Context: an optimization exercise on an open-source flow, tuned for small area, a short achievable clock period and few clock cycles. The choices shown serve that exercise and are no tape-out recipe. For this run, only the layout was checked, not whether the RTL still works. The clock port is modelled as an ideal driver; clocking choices that lean on that would not hold on a real chip.

<file path="flow/flow/run.sh">
#!/bin/bash
# The standard layout, with two changes: plain buffers (buf_2) on the ports
# instead of the default port buffer cell (every port still gets its buffer),
# and, after clock tree synthesis, a later clock for the output register
# (flow/skew.tcl), which ends the multiply-accumulate paths between registers.
set -euo pipefail
export BUFFER_PORTS_ARGS="-buffer_cell sky130_fd_sc_hd__buf_2"
bash standard.sh cts > standard_cts.log 2>&1
R=orfs/results/sky130hd/top_module2/base
cp $R/4_cts.odb $R/4_cts_noskew.odb
ODB_IN=$R/4_cts_noskew.odb ODB_OUT=$R/4_cts.odb SKEW_DLY_CELLS="sky130_fd_sc_hd__clkdlybuf4s50_1 sky130_fd_sc_hd__clkdlybuf4s15_1" \
  openroad -no_init -exit flow/skew.tcl > skew.log 2>&1
bash standard.sh > standard.log 2>&1
</file>
<file path="flow/design.v">
module mac16e (input [15:0] m, input [3:0] one, input [3:0] two, input [3:0] neg, input [15:0] add, output [15:0] r);
  wire p1;
  wire p2;
  wire p3;
  wire p4;
  wire p5;
  wire p6;
  wire p7;
  wire p8;
  wire p9;
  wire p10;
  wire p11;
  wire p12;
  wire p13;
  wire p14;
  wire p15;
  wire p16;
  wire p17;
  wire p18;
  wire p19;
  wire p20;
  wire p21;
  wire p22;
  wire p23;
  wire p24;
  wire p25;
  wire p26;
  wire p27;
  wire p28;
  wire p29;
  wire p30;
  wire p31;
  wire p32;
  wire p33;
  wire p34;
  wire p35;
  wire p36;
  wire p37;
  wire p38;
  wire p39;
  wire p40;
  wire p41;
  wire p42;
  wire p43;
  wire p44;
  wire p45;
  wire p46;
  wire p47;
  wire p48;
  wire p49;
  wire p50;
  wire p51;
  wire p52;
  wire s53;
  wire c54;
  wire s55;
  wire c56;
  wire s57;
  wire c58;
  wire s59;
  wire c60;
  wire s61;
  wire c62;
  wire s63;
  wire c64;
  wire s65;
  wire c66;
  wire s67;
  wire c68;
  wire s69;
  wire c70;
  wire s71;
  wire c72;
  wire s73;
  wire c74;
  wire s75;
  wire c76;
  wire s77;
  wire c78;
  wire s79;
  wire c80;
  wire s81;
  wire c82;
  wire s83;
  wire c84;
  wire s85;
  wire c86;
  wire s87;
  wire c88;
  wire s89;
  wire c90;
  wire s91;
  wire c92;
  wire s93;
  wire s94;
  wire s95;
  wire c96;
  wire s97;
  wire c98;
  wire s99;
  wire c100;
  wire s101;
  wire c102;
  wire s103;
  wire c104;
  wire s105;
  wire c106;
  wire s107;
  wire c108;
  wire s109;
  wire c110;
  wire s111;
  wire c112;
  wire s113;
  wire c114;
  wire s115;
  wire c116;
  wire s117;
  wire c118;
  wire s119;
  wire c120;
  wire s121;
  wire s122;
  wire c123;
  wire s124;
  wire c125;
  wire s126;
  wire c127;
  wire s128;
  wire c129;
  wire s130;
  wire c131;
  wire s132;
  wire c133;
  wire s134;
  wire c135;
  wire s136;
  wire c137;
  wire s138;
  wire c139;
  wire s140;
  wire c141;
  wire s142;
  wire c143;
  wire s144;
  wire c145;
  wire s146;
  wire c147;
  wire s148;
  wire c149;
  wire s150;
  wire c151;
  wire s152;
  wire one0 = one[0];
  wire two0 = two[0];
  wire neg0 = neg[0];
  assign p1 = (one0 & m[0]) ^ neg0;
  assign p2 = ((one0 & m[1]) | (two0 & m[0])) ^ neg0;
  assign p3 = ((one0 & m[2]) | (two0 & m[1])) ^ neg0;
  assign p4 = ((one0 & m[3]) | (two0 & m[2])) ^ neg0;
  assign p5 = ((one0 & m[4]) | (two0 & m[3])) ^ neg0;
  assign p6 = ((one0 & m[5]) | (two0 & m[4])) ^ neg0;
  assign p7 = ((one0 & m[6]) | (two0 & m[5])) ^ neg0;
  assign p8 = ((one0 & m[7]) | (two0 & m[6])) ^ neg0;
  assign p9 = ((one0 & m[8]) | (two0 & m[7])) ^ neg0;
  assign p10 = ((one0 & m[9]) | (two0 & m[8])) ^ neg0;
  assign p11 = ((one0 & m[10]) | (two0 & m[9])) ^ neg0;
  assign p12 = ((one0 & m[11]) | (two0 & m[10])) ^ neg0;
  assign p13 = ((one0 & m[12]) | (two0 & m[11])) ^ neg0;
  assign p14 = ((one0 & m[13]) | (two0 & m[12])) ^ neg0;
  assign p15 = ((one0 & m[14]) | (two0 & m[13])) ^ neg0;
  assign p16 = ((one0 & m[15]) | (two0 & m[14])) ^ neg0;
  wire one1 = one[1];
  wire two1 = two[1];
  wire neg1 = neg[1];
  assign p17 = (one1 & m[0]) ^ neg1;
  assign p18 = ((one1 & m[1]) | (two1 & m[0])) ^ neg1;
  assign p19 = ((one1 & m[2]) | (two1 & m[1])) ^ neg1;
  assign p20 = ((one1 & m[3]) | (two1 & m[2])) ^ neg1;
  assign p21 = ((one1 & m[4]) | (two1 & m[3])) ^ neg1;
  assign p22 = ((one1 & m[5]) | (two1 & m[4])) ^ neg1;
  assign p23 = ((one1 & m[6]) | (two1 & m[5])) ^ neg1;
  assign p24 = ((one1 & m[7]) | (two1 & m[6])) ^ neg1;
  assign p25 = ((one1 & m[8]) | (two1 & m[7])) ^ neg1;
  assign p26 = ((one1 & m[9]) | (two1 & m[8])) ^ neg1;
  assign p27 = ((one1 & m[10]) | (two1 & m[9])) ^ neg1;
  assign p28 = ((one1 & m[11]) | (two1 & m[10])) ^ neg1;
  assign p29 = ((one1 & m[12]) | (two1 & m[11])) ^ neg1;
  assign p30 = ((one1 & m[13]) | (two1 & m[12])) ^ neg1;
  wire one2 = one[2];
  wire two2 = two[2];
  wire neg2 = neg[2];
  assign p31 = (one2 & m[0]) ^ neg2;
  assign p32 = ((one2 & m[1]) | (two2 & m[0])) ^ neg2;
  assign p33 = ((one2 & m[2]) | (two2 & m[1])) ^ neg2;
  assign p34 = ((one2 & m[3]) | (two2 & m[2])) ^ neg2;
  assign p35 = ((one2 & m[4]) | (two2 & m[3])) ^ neg2;
  assign p36 = ((one2 & m[5]) | (two2 & m[4])) ^ neg2;
  assign p37 = ((one2 & m[6]) | (two2 & m[5])) ^ neg2;
  assign p38 = ((one2 & m[7]) | (two2 & m[6])) ^ neg2;
  assign p39 = ((one2 & m[8]) | (two2 & m[7])) ^ neg2;
  assign p40 = ((one2 & m[9]) | (two2 & m[8])) ^ neg2;
  assign p41 = ((one2 & m[10]) | (two2 & m[9])) ^ neg2;
  assign p42 = ((one2 & m[11]) | (two2 & m[10])) ^ neg2;
  wire one3 = one[3];
  wire two3 = two[3];
  wire neg3 = neg[3];
  assign p43 = (one3 & m[0]) ^ neg3;
  assign p44 = ((one3 & m[1]) | (two3 & m[0])) ^ neg3;
  assign p45 = ((one3 & m[2]) | (two3 & m[1])) ^ neg3;
  assign p46 = ((one3 & m[3]) | (two3 & m[2])) ^ neg3;
  assign p47 = ((one3 & m[4]) | (two3 & m[3])) ^ neg3;
  assign p48 = ((one3 & m[5]) | (two3 & m[4])) ^ neg3;
  assign p49 = ((one3 & m[6]) | (two3 & m[5])) ^ neg3;
  assign p50 = ((one3 & m[7]) | (two3 & m[6])) ^ neg3;
  assign p51 = ((one3 & m[8]) | (two3 & m[7])) ^ neg3;
  assign p52 = ((one3 & m[9]) | (two3 & m[8])) ^ neg3;
  assign s53 = p5 ^ p19;
  assign c54 = p5 & p19;
  assign s55 = p6 ^ p20;
  assign c56 = p6 & p20;
  assign s57 = p7 ^ p21 ^ p33;
  assign c58 = (p7 & p21) | (p7 & p33) | (p21 & p33);
  assign s59 = p43 ^ neg3;
  assign c60 = p43 & neg3;
  assign s61 = p8 ^ p22 ^ p34;
  assign c62 = (p8 & p22) | (p8 & p34) | (p22 & p34);
  assign s63 = p44 ^ add[7];
  assign c64 = p44 & add[7];
  assign s65 = p9 ^ p23 ^ p35;
  assign c66 = (p9 & p23) | (p9 & p35) | (p23 & p35);
  assign s67 = p45 ^ add[8];
  assign c68 = p45 & add[8];
  assign s69 = p10 ^ p24 ^ p36;
  assign c70 = (p10 & p24) | (p10 & p36) | (p24 & p36);
  assign s71 = p46 ^ add[9];
  assign c72 = p46 & add[9];
  assign s73 = p11 ^ p25 ^ p37;
  assign c74 = (p11 & p25) | (p11 & p37) | (p25 & p37);
  assign s75 = p47 ^ add[10];
  assign c76 = p47 & add[10];
  assign s77 = p12 ^ p26 ^ p38;
  assign c78 = (p12 & p26) | (p12 & p38) | (p26 & p38);
  assign s79 = p48 ^ add[11];
  assign c80 = p48 & add[11];
  assign s81 = p13 ^ p27 ^ p39;
  assign c82 = (p13 & p27) | (p13 & p39) | (p27 & p39);
  assign s83 = p49 ^ add[12];
  assign c84 = p49 & add[12];
  assign s85 = p14 ^ p28 ^ p40;
  assign c86 = (p14 & p28) | (p14 & p40) | (p28 & p40);
  assign s87 = p50 ^ add[13];
  assign c88 = p50 & add[13];
  assign s89 = p15 ^ p29 ^ p41;
  assign c90 = (p15 & p29) | (p15 & p41) | (p29 & p41);
  assign s91 = p51 ^ add[14];
  assign c92 = p51 & add[14];
  assign s93 = p16 ^ p30 ^ p42;
  assign s94 = p52 ^ add[15];
  assign s95 = p3 ^ p17;
  assign c96 = p3 & p17;
  assign s97 = p4 ^ p18;
  assign c98 = p4 & p18;
  assign s99 = s53 ^ p31 ^ neg2;
  assign c100 = (s53 & p31) | (s53 & neg2) | (p31 & neg2);
  assign s101 = c54 ^ s55 ^ p32;
  assign c102 = (c54 & s55) | (c54 & p32) | (s55 & p32);
  assign s103 = c56 ^ s57 ^ s59;
  assign c104 = (c56 & s57) | (c56 & s59) | (s57 & s59);
  assign s105 = c58 ^ c60 ^ s61;
  assign c106 = (c58 & c60) | (c58 & s61) | (c60 & s61);
  assign s107 = c62 ^ c64 ^ s65;
  assign c108 = (c62 & c64) | (c62 & s65) | (c64 & s65);
  assign s109 = c66 ^ c68 ^ s69;
  assign c110 = (c66 & c68) | (c66 & s69) | (c68 & s69);
  assign s111 = c70 ^ c72 ^ s73;
  assign c112 = (c70 & c72) | (c70 & s73) | (c72 & s73);
  assign s113 = c74 ^ c76 ^ s77;
  assign c114 = (c74 & c76) | (c74 & s77) | (c76 & s77);
  assign s115 = c78 ^ c80 ^ s81;
  assign c116 = (c78 & c80) | (c78 & s81) | (c80 & s81);
  assign s117 = c82 ^ c84 ^ s85;
  assign c118 = (c82 & c84) | (c82 & s85) | (c84 & s85);
  assign s119 = c86 ^ c88 ^ s89;
  assign c120 = (c86 & c88) | (c86 & s89) | (c88 & s89);
  assign s121 = c90 ^ c92 ^ s93;
  assign s122 = p1 ^ neg0;
  assign c123 = p1 & neg0;
  assign s124 = p2 ^ add[1];
  assign c125 = p2 & add[1];
  assign s126 = s95 ^ neg1 ^ add[2];
  assign c127 = (s95 & neg1) | (s95 & add[2]) | (neg1 & add[2]);
  assign s128 = c96 ^ s97 ^ add[3];
  assign c129 = (c96 & s97) | (c96 & add[3]) | (s97 & add[3]);
  assign s130 = c98 ^ s99 ^ add[4];
  assign c131 = (c98 & s99) | (c98 & add[4]) | (s99 & add[4]);
  assign s132 = c100 ^ s101 ^ add[5];
  assign c133 = (c100 & s101) | (c100 & add[5]) | (s101 & add[5]);
  assign s134 = c102 ^ s103 ^ add[6];
  assign c135 = (c102 & s103) | (c102 & add[6]) | (s103 & add[6]);
  assign s136 = c104 ^ s105 ^ s63;
  assign c137 = (c104 & s105) | (c104 & s63) | (s105 & s63);
  assign s138 = c106 ^ s107 ^ s67;
  assign c139 = (c106 & s107) | (c106 & s67) | (s107 & s67);
  assign s140 = c108 ^ s109 ^ s71;
  assign c141 = (c108 & s109) | (c108 & s71) | (s109 & s71);
  assign s142 = c110 ^ s111 ^ s75;
  assign c143 = (c110 & s111) | (c110 & s75) | (s111 & s75);
  assign s144 = c112 ^ s113 ^ s79;
  assign c145 = (c112 & s113) | (c112 & s79) | (s113 & s79);
  assign s146 = c114 ^ s115 ^ s83;
  assign c147 = (c114 & s115) | (c114 & s83) | (s115 & s83);
  assign s148 = c116 ^ s117 ^ s87;
  assign c149 = (c116 & s117) | (c116 & s87) | (s117 & s87);
  assign s150 = c118 ^ s119 ^ s91;
  assign c151 = (c118 & s119) | (c118 & s91) | (s119 & s91);
  assign s152 = c120 ^ s121 ^ s94;
  assign r = {c151, c149, c147, c145, c143, c141, c139, c137, c135, c133, c131, c129, c127, c125, c123, s122} + {s152, s150, s148, s146, s144, s142, s140, s138, s136, s134, s132, s130, s128, s126, s124, add[0]};
endmodule
module top_module2 (input [3:0] start_adress, input [7:0] data_in, input clock, input Start, input reset,
  output logic [15:0] out_put_det3, output logic Done, output logic [3:0] adress);
  logic [4:0] jc;
  wire t1 = jc[0] & ~jc[1];
  wire t2 = jc[1] & ~jc[2];
  wire t3 = jc[2] & ~jc[3];
  wire t4 = jc[3] & ~jc[4];
  wire t5 = jc[4] & jc[0];
  wire t6 = jc[1] & ~jc[0];
  wire t7 = jc[2] & ~jc[1];
  wire t8 = jc[3] & ~jc[2];
  wire t10 = ~Done & ~jc[4] & ~jc[0];
  logic msel;                  
  logic add_q0, add_q2;        
  logic [3:0] addr;            
  logic [7:0] dr;              
  logic [7:0] dr2;             
  logic [3:0] b_one, b_two, b_neg;   
  logic [15:0] q1, q0;
  wire go = Done & Start;
  logic [3:0] step;
  always @(*) begin
    step = 4'd0;
    if (t1) step = 4'd14;    
    if (t2) step = 4'd1;
    if (t3) step = 4'd14;    
    if (t4) step = 4'd4;
    if (t5) step = 4'd11;    
    if (t6) step = 4'd8;
    if (t7) step = 4'd14;    
    if (t8) step = 4'd1;
  end
  assign adress = ({4{Done}} & start_adress) | addr;
  always @(posedge clock or posedge reset) begin
    if (reset) begin
      Done   <= 1'b1;
      jc     <= '0;
      msel   <= 1'b0;
      add_q0 <= 1'b0;
      add_q2 <= 1'b1;
      addr   <= 4'd0;
    end else begin
      addr   <= go ? start_adress + 4'd4 : (~Done & ~t10) ? addr + step : 4'd0;
      Done   <= Done ? ~Start : t10;
      jc     <= ((Done & ~Start) | t10) ? 5'd0 : {jc[3:0], ~jc[4]};
      msel   <= jc[4] & ~jc[1];                               
      add_q0 <= jc[1] & jc[3];                             
      add_q2 <= (jc[3] & ~jc[2]) | (jc[4] & ~jc[3]) | t10 | (Done & ~Start);   
    end
  end
  wire [15:0] m = msel ? q0 : {{8{dr2[7]}}, dr2};
  wire [15:0] add = ({16{add_q0}} & q0) | ({16{add_q2}} & out_put_det3);
  wire [15:0] r;
  mac16e mac (.m(m), .one(b_one), .two(b_two), .neg(b_neg), .add(add), .r(r));
  wire sub_next = t2 | t4 | t6;
  wire op_next = ~Done & ~t10;    
  wire [8:0] de = {data_in, 1'b0};
  logic [3:0] e_one, e_two, e_neg;
  always @(*) begin
    for (int j = 0; j < 4; j++) begin
      e_one[j] = op_next & (de[2*j+1] ^ de[2*j]);
      e_two[j] = op_next & ((de[2*j+2] & ~de[2*j+1] & ~de[2*j]) | (~de[2*j+2] & de[2*j+1] & de[2*j]));
      e_neg[j] = op_next & (de[2*j+2] ^ sub_next);
    end
  end
  always @(posedge clock) begin
    dr <= data_in;
    b_one <= e_one;
    b_two <= e_two;
    b_neg <= e_neg;
    dr2 <= dr;
    out_put_det3 <= r;
    q1 <= out_put_det3;
    q0 <= q1;
  end
endmodule
</file>
<file path="flow/standard.sh">
#!/bin/bash
# synth_recipe.tcl (not shown) runs the flow's synth.tcl, then flattens the netlist and writes it again
# the make line also repeats each setting of config.mk as NAME=value (left out here)
make -C /OpenROAD-flow-scripts/flow DESIGN_CONFIG=/design/flow/config.mk WORK_HOME=/design/flow/orfs CLKGATE_MAP_FILE= SYNTH_SCRIPT=/design/flow/synth_recipe.tcl "${@:-finish}"
</file>
<file path="flow/constraint.sdc">
create_clock -name core_clock -period 7.0 [get_ports {clock}]
set_input_delay 1.4000 -clock core_clock [delete_from_list [all_inputs] [get_ports {clock}]]
set_output_delay 1.4000 -clock core_clock [all_outputs]
set_load 0.01 [all_outputs]
</file>
<file path="flow/config.mk">
export PLATFORM = sky130hd
export DESIGN_NAME = top_module2
export DESIGN_NICKNAME = top_module2
export VERILOG_FILES = /design/flow/design.v
export SDC_FILE = /design/flow/constraint.sdc
export NUM_CORES = 4
export LEC_CHECK = 0
export CAP_MARGIN = 20
export CORE_MARGIN = 2
export CORE_UTILIZATION = 40
export CTS_BUF_LIST = sky130_fd_sc_hd__clkbuf_8
export CTS_CLUSTER_DIAMETER = 40
export HOLD_SLACK_MARGIN = 0.15
export SETUP_SLACK_MARGIN = 3.2
export SLEW_MARGIN = 20
</file>
<file path="flow/flow/skew.tcl">
# Delays the clock of the output register (out_put_det3) by delay cells and a
# clock buffer inserted after its leaf clock buffer, and upsizes leaf clock buffers
# with many flip-flops. The output register is the
# end of the multiply-accumulate paths between registers; its own paths to the
# output port only lose by this.
read_db $::env(ODB_IN)
set db [ord::get_db]
set block [ord::get_db_block]
set flops {}
foreach inst [$block getInsts] {
  if {[string match {out_put_det3*} [$inst getName]]} { lappend flops $inst }
}
puts "skew: [llength $flops] output register flip-flops"
set src [[[lindex $flops 0] findITerm CLK] getNet]
# a chain of delay cells (SKEW_DLY_CELLS), then a clock buffer driving the flip-flops
set prev $src
set i 0
foreach cell $::env(SKEW_DLY_CELLS) {
  incr i
  set n [odb::dbNet_create $block skew_net$i]
  $n setSigType CLOCK
  set b [odb::dbInst_create $block [$db findMaster $cell] skew_dly$i]
  [$b findITerm A] connect $prev
  [$b findITerm X] connect $n
  lappend bufs $b
  set prev $n
}
set n2 [odb::dbNet_create $block skew_net_ff]
$n2 setSigType CLOCK
set b2 [odb::dbInst_create $block [$db findMaster sky130_fd_sc_hd__clkbuf_16] skew_buf]
[$b2 findITerm A] connect $prev
[$b2 findITerm X] connect $n2
lappend bufs $b2
set sx 0; set sy 0
foreach f $flops {
  set it [$f findITerm CLK]
  $it disconnect
  $it connect $n2
  set bb [$f getBBox]
  set sx [expr {$sx + [$bb xMin]}]; set sy [expr {$sy + [$bb yMin]}]
}
set cx [expr {int($sx / [llength $flops])}]; set cy [expr {int($sy / [llength $flops])}]
foreach b $bufs {
  $b setLocation $cx $cy
  $b setPlacementStatus PLACED
}
# Clock buffers that drive many flip-flops get the strongest clock buffer, to keep
# the slew at the flip-flop clock pins low.
set big [$db findMaster sky130_fd_sc_hd__clkbuf_16]
foreach inst [$block getInsts] {
  set mname [[$inst getMaster] getName]
  if {![string match {sky130_fd_sc_hd__clkbuf_*} $mname] || $mname eq "sky130_fd_sc_hd__clkbuf_16"} { continue }
  set out [[$inst findITerm X] getNet]
  if {$out eq "NULL"} { continue }
  set sinks 0
  foreach it [$out getITerms] { if {[[$it getMTerm] getName] eq "CLK"} { incr sinks } }
  if {$sinks >= 13} {
    puts "skew: [$inst getName] ($mname) drives $sinks clock pins, now clkbuf_16"
    $inst swapMaster $big
  }
}
global_connect
detailed_placement
check_placement -verbose
write_db $::env(ODB_OUT)
</file>
==> results.txt <==
layout by cell type (no fill, tap or decap), types with 2 or more instances in the layout:
cell type,count
o211ai_1,3
clkbuf_8,6
a21oi_1,15
a32o_1,2
nand2_1,25
inv_8,3
o22ai_1,4
inv_1,34
buf_2,35
a2bb2oi_1,2
xor2_1,15
mux2_4,5
a31oi_1,2
o21ai_0,9
clkbuf_16,4
a21o_1,9
or2_2,2
and2_1,3
nor2_1,32
a22oi_1,42
dfstp_2,2
a221o_1,2
dlygate4sd3_1,5
nand2b_1,2
fa_1,34
dfrtp_1,10
nor2b_1,4
a22oi_2,4
xnor2_2,2
mux2_2,6
o21a_1,4
ha_1,31
dfxtp_1,76
xnor2_1,66
a22o_1,17
routing by layer:
metal	global-route usage, %	part of all wire [%]	up-vias
met5	0	0	-
li1	-	-	1812
met3	4.75	5.6	27
met2	28.4	47	127
met1	22.2	46	1858
met4	6.40	2.2	0
path summary, 6_finish.rpt:
kind,depth (start not counted),end
min reg2reg,4,out_put_det3[4]
min,4,out_put_det3[4]
min in group asynchronous,2,jc[0]
max in group asynchronous,2,msel
max reg2reg,14,out_put_det3[15]
max,14,out_put_det3[15]
per-stage QoR:
step                utilization (%)  setup WS [ns]  instances
floorplan                         -           2.68        514
global placement               43.1           2.13        695
detailed placement             43.1           2.09        695
CTS                            45.0           2.50        712
global route                   46.0           3.23        720
finish                         46.0           3.40        720
area by class of cell:
| class | count | area (µm²) | share of cell area (%) |
|---|---|---|---|
| buffer | 3 | 45.0 | 0.746 |
| clock buffer | 9 | 158 | 2.61 |
| clock inverter | 7 | 95.1 | 1.57 |
| inverter | 34 | 128 | 2.11 |
| multi-input combinational | 361 | 3310 | 54.8 |
| sequential | 89 | 1850 | 30.7 |
| tap | 176 | 220 | 3.65 |
| timing repair buffer | 41 | 233 | 3.85 |
sequential cells by signal (all words and copies together) (netlist names), 4 cells and up:
| name | cells |
|---|---|
| b_two | 4 |
| dr2 | 8 |
| b_neg | 4 |
| q1 | 16 |
| addr | 4 |
| out_put_det3 | 16 |
| dr | 8 |
| b_one | 4 |
| q0 | 16 |
| jc | 5 |
worst register-to-register path, cell delays in order (launching register included):
cell      delay (ns)
dfrtp_4         0.57
mux2_4          0.38
a22oi_2         0.21
xor2_1          0.20
fa_1            0.46
fa_1            0.51
inv_1           0.05
fa_1            0.45
ha_2            0.19
or3_4           0.38
nor3_1          0.17
o211ai_1        0.17
o211a_4         0.21
a311oi_4        0.29
xnor2_1         0.14
kinds of logic (layout without fill, tap and decap cells):
family	count (synthesis)	in the layout	synth area share, %
buffers and inverters	64	94	4.80
DFF	89	89	34.6
and+or+nand+nor	76	76	6.16
xor gates and xnor gates	83	83	13.9
adders and majority gates	68	68	20.7
AOI/OAI and AO/OA	122	122	17.2
muxes	12	12	2.65
what timing repair did:
action | 4_1_cts | 5_1_grt
hold buffers | 0 | 5
setup endpoints to repair | 10 | 0
endpoints found under the hold margin | 0 | 4
buffers inserted | 1 | 0
resized for setup | 5 | 0
==> summary.txt <==
Place
  – Dpl cell area: 5670 µm²
  – Dpl hpwl: about 8600 µm
  – Buffers added on ports: 35
  – GPL Wtd Cong: between 0.8 and 0.9

Hold path
  – Worst min-delay path startpoint: q0[4]
  – Worst min path class: flop to flop

Synth
  – Top cell type's share of synthesized area: 28.5%
  – Syn nets: slightly below 600
  – Top cells by area, synth: dfxtp_1, fa_1, xnor2_1
  – Syn Inst Count: just over 500
  – Post-synth top flop: dfxtp_1
  – Synth Area per Inst: 10.4 µm²
  – Synth Warn #: 1
  – Synth Register Bits: between 80 and 90
  – Async SR Flop Fraction: 14.6%
  – Count leader, synth: dfxtp_1
  – Synth cell types: 50
  – Mapped Area: roughly 5300 µm²
  – Seq/Total Area, Yosys: between 30% and 40%
  – Commonest cells post-synth: dfxtp_1, xnor2_1, a22oi_1
  – EDFF count, synth: 0
  – Cell accounting for the most synthesized area: dfxtp_1

Global routing
  – GRT Resource Usage Total: roughly 17%
  – Pin count of the biggest net entering global routing: 18
  – Vias in the first global route: 3,835
  – Global-route wire length before repair: 19,400 µm
  – Initial antenna violation count: 0
  – Total grt overflow: 0

STA
  – Final Skew: roughly 0.91 ns
  – Slew Viols, Final: 0
  – Max frequency: approximately 280 MHz
  – Min Tclk post-route: about 3.6 ns
  – Hold Violations, Final: 0
  – Final worst-path cycle share: 51.4%
  – Setup TNS: 0 ns
  – Slew HR: a little under a third
  – Worst-Margin Slew: between 1 and 1.5 ns
  – Final hold slack: roughly 0.13 ns
  – Unrepaired setup endpoints after global routing: false
  – Setup Viol. Count Final: 0

Worst setup path
  – Critical Path Source: msel
  – Worst path required time: roughly 8.2 ns
  – Slowest stage delay, CP: about 0.57 ns
  – R2R setup slack: roughly 3.4 ns
  – Critical path arrival: 4.76 ns
  – Most frequent cell on the critical path: fa_1
  – Crit-path cells: mux2_4 -> a22oi_2 -> xor2_1 -> fa_1 -> fa_1 -> inv_1 -> fa_1 -> ha_2 -> or3_4 -> nor3_1 -> o211ai_1 -> o211a_4 -> a311oi_4 -> xnor2_1
  – Setup CP Type: flop to flop
  – Worst Path Buf+Inv: 1
  – Slowest CP cell: dfrtp_4
  – Worst Path Max Fanout: 13
  – Worst Setup Start Kind: flop
  – Worst Setup End Kind: flop
  – Critical path's top delay family: adder cells
  – R2R Path Start: msel

Finish
  – Layout fillers: 1,282
  – ANT cells: 0
  – NumNets Final: 621
  – Layout area overhead: 13.1%
  – Share of cells above drive strength 1: between 15 and 20%
  – Post-Layout Inst Area: approximately 6000 µm²

Drt
  – Drc violations: 0
  – Per-cell routed wire length: between 15 and 20 µm
  – Final ANT Viol Nets: 0
  – Total Wirelength: between 10,000 and 15,000 µm
  – Vias: 3,824
  – Vias per cell: around 5.3
  – Initial DRC Count: 270
  – Pre-Repair DR Iteration Count: 5

Floorplan
  – Die ar.: ~14,000 µm²
  – Row count: 42
  – Initial core utilization: 40.7%
  – Height of the die: about 120 µm
  – I/O pins: 36
  – Core ar.: 13,100 µm²
  – Die Wd: roughly 120 µm

Clock network
  – Worst-path clk slew: 0.09 ns
  – CTS tree: done
  – Clock latency (worst-skew pair): approximately 1.3 ns
  – # clock sinks: a little under 90
  – Root buffer cell: clkbuf_8
  – CTS H-tree lvls: 3
  – Clk buf depth: 2
  – CTS buffer count: 9

Run status
  – Status: finished clean

Flow run
  – Max Cap Viol: 0

==> re-timing with driven ports <==
In the flow no input, the clock included, has a driving cell. The finished layout below was timed again as built, in two steps. Step 1, drivers: a clkbuf_16 drives clock and a buf_2 each remaining input, both assumed. Step 2, shift: input delay + t, output delay - t, t = (earliest + latest rising clock arrival at the registers) / 2. This alone moves slack from input paths to output paths. Three values: ideal, step 1, step 2; two values: the first two.
t (ns): 0.863
slack for setup (ns): 3.404 / 3.404 / 3.404
hold WS [ns]: 0.131 / 0.131 / 0.131
worst setup path after step 2: register to register
clock arrival spread, ns: 0.906 / 0.906
cell pins on the clock port's net: 1
Clock arrivals are far apart in this run, so t is only a midpoint there and step 2 fits no single register. For this run, drivers alone change the setup slack by 0.000 ns; drivers and shift together by 0.000 ns.
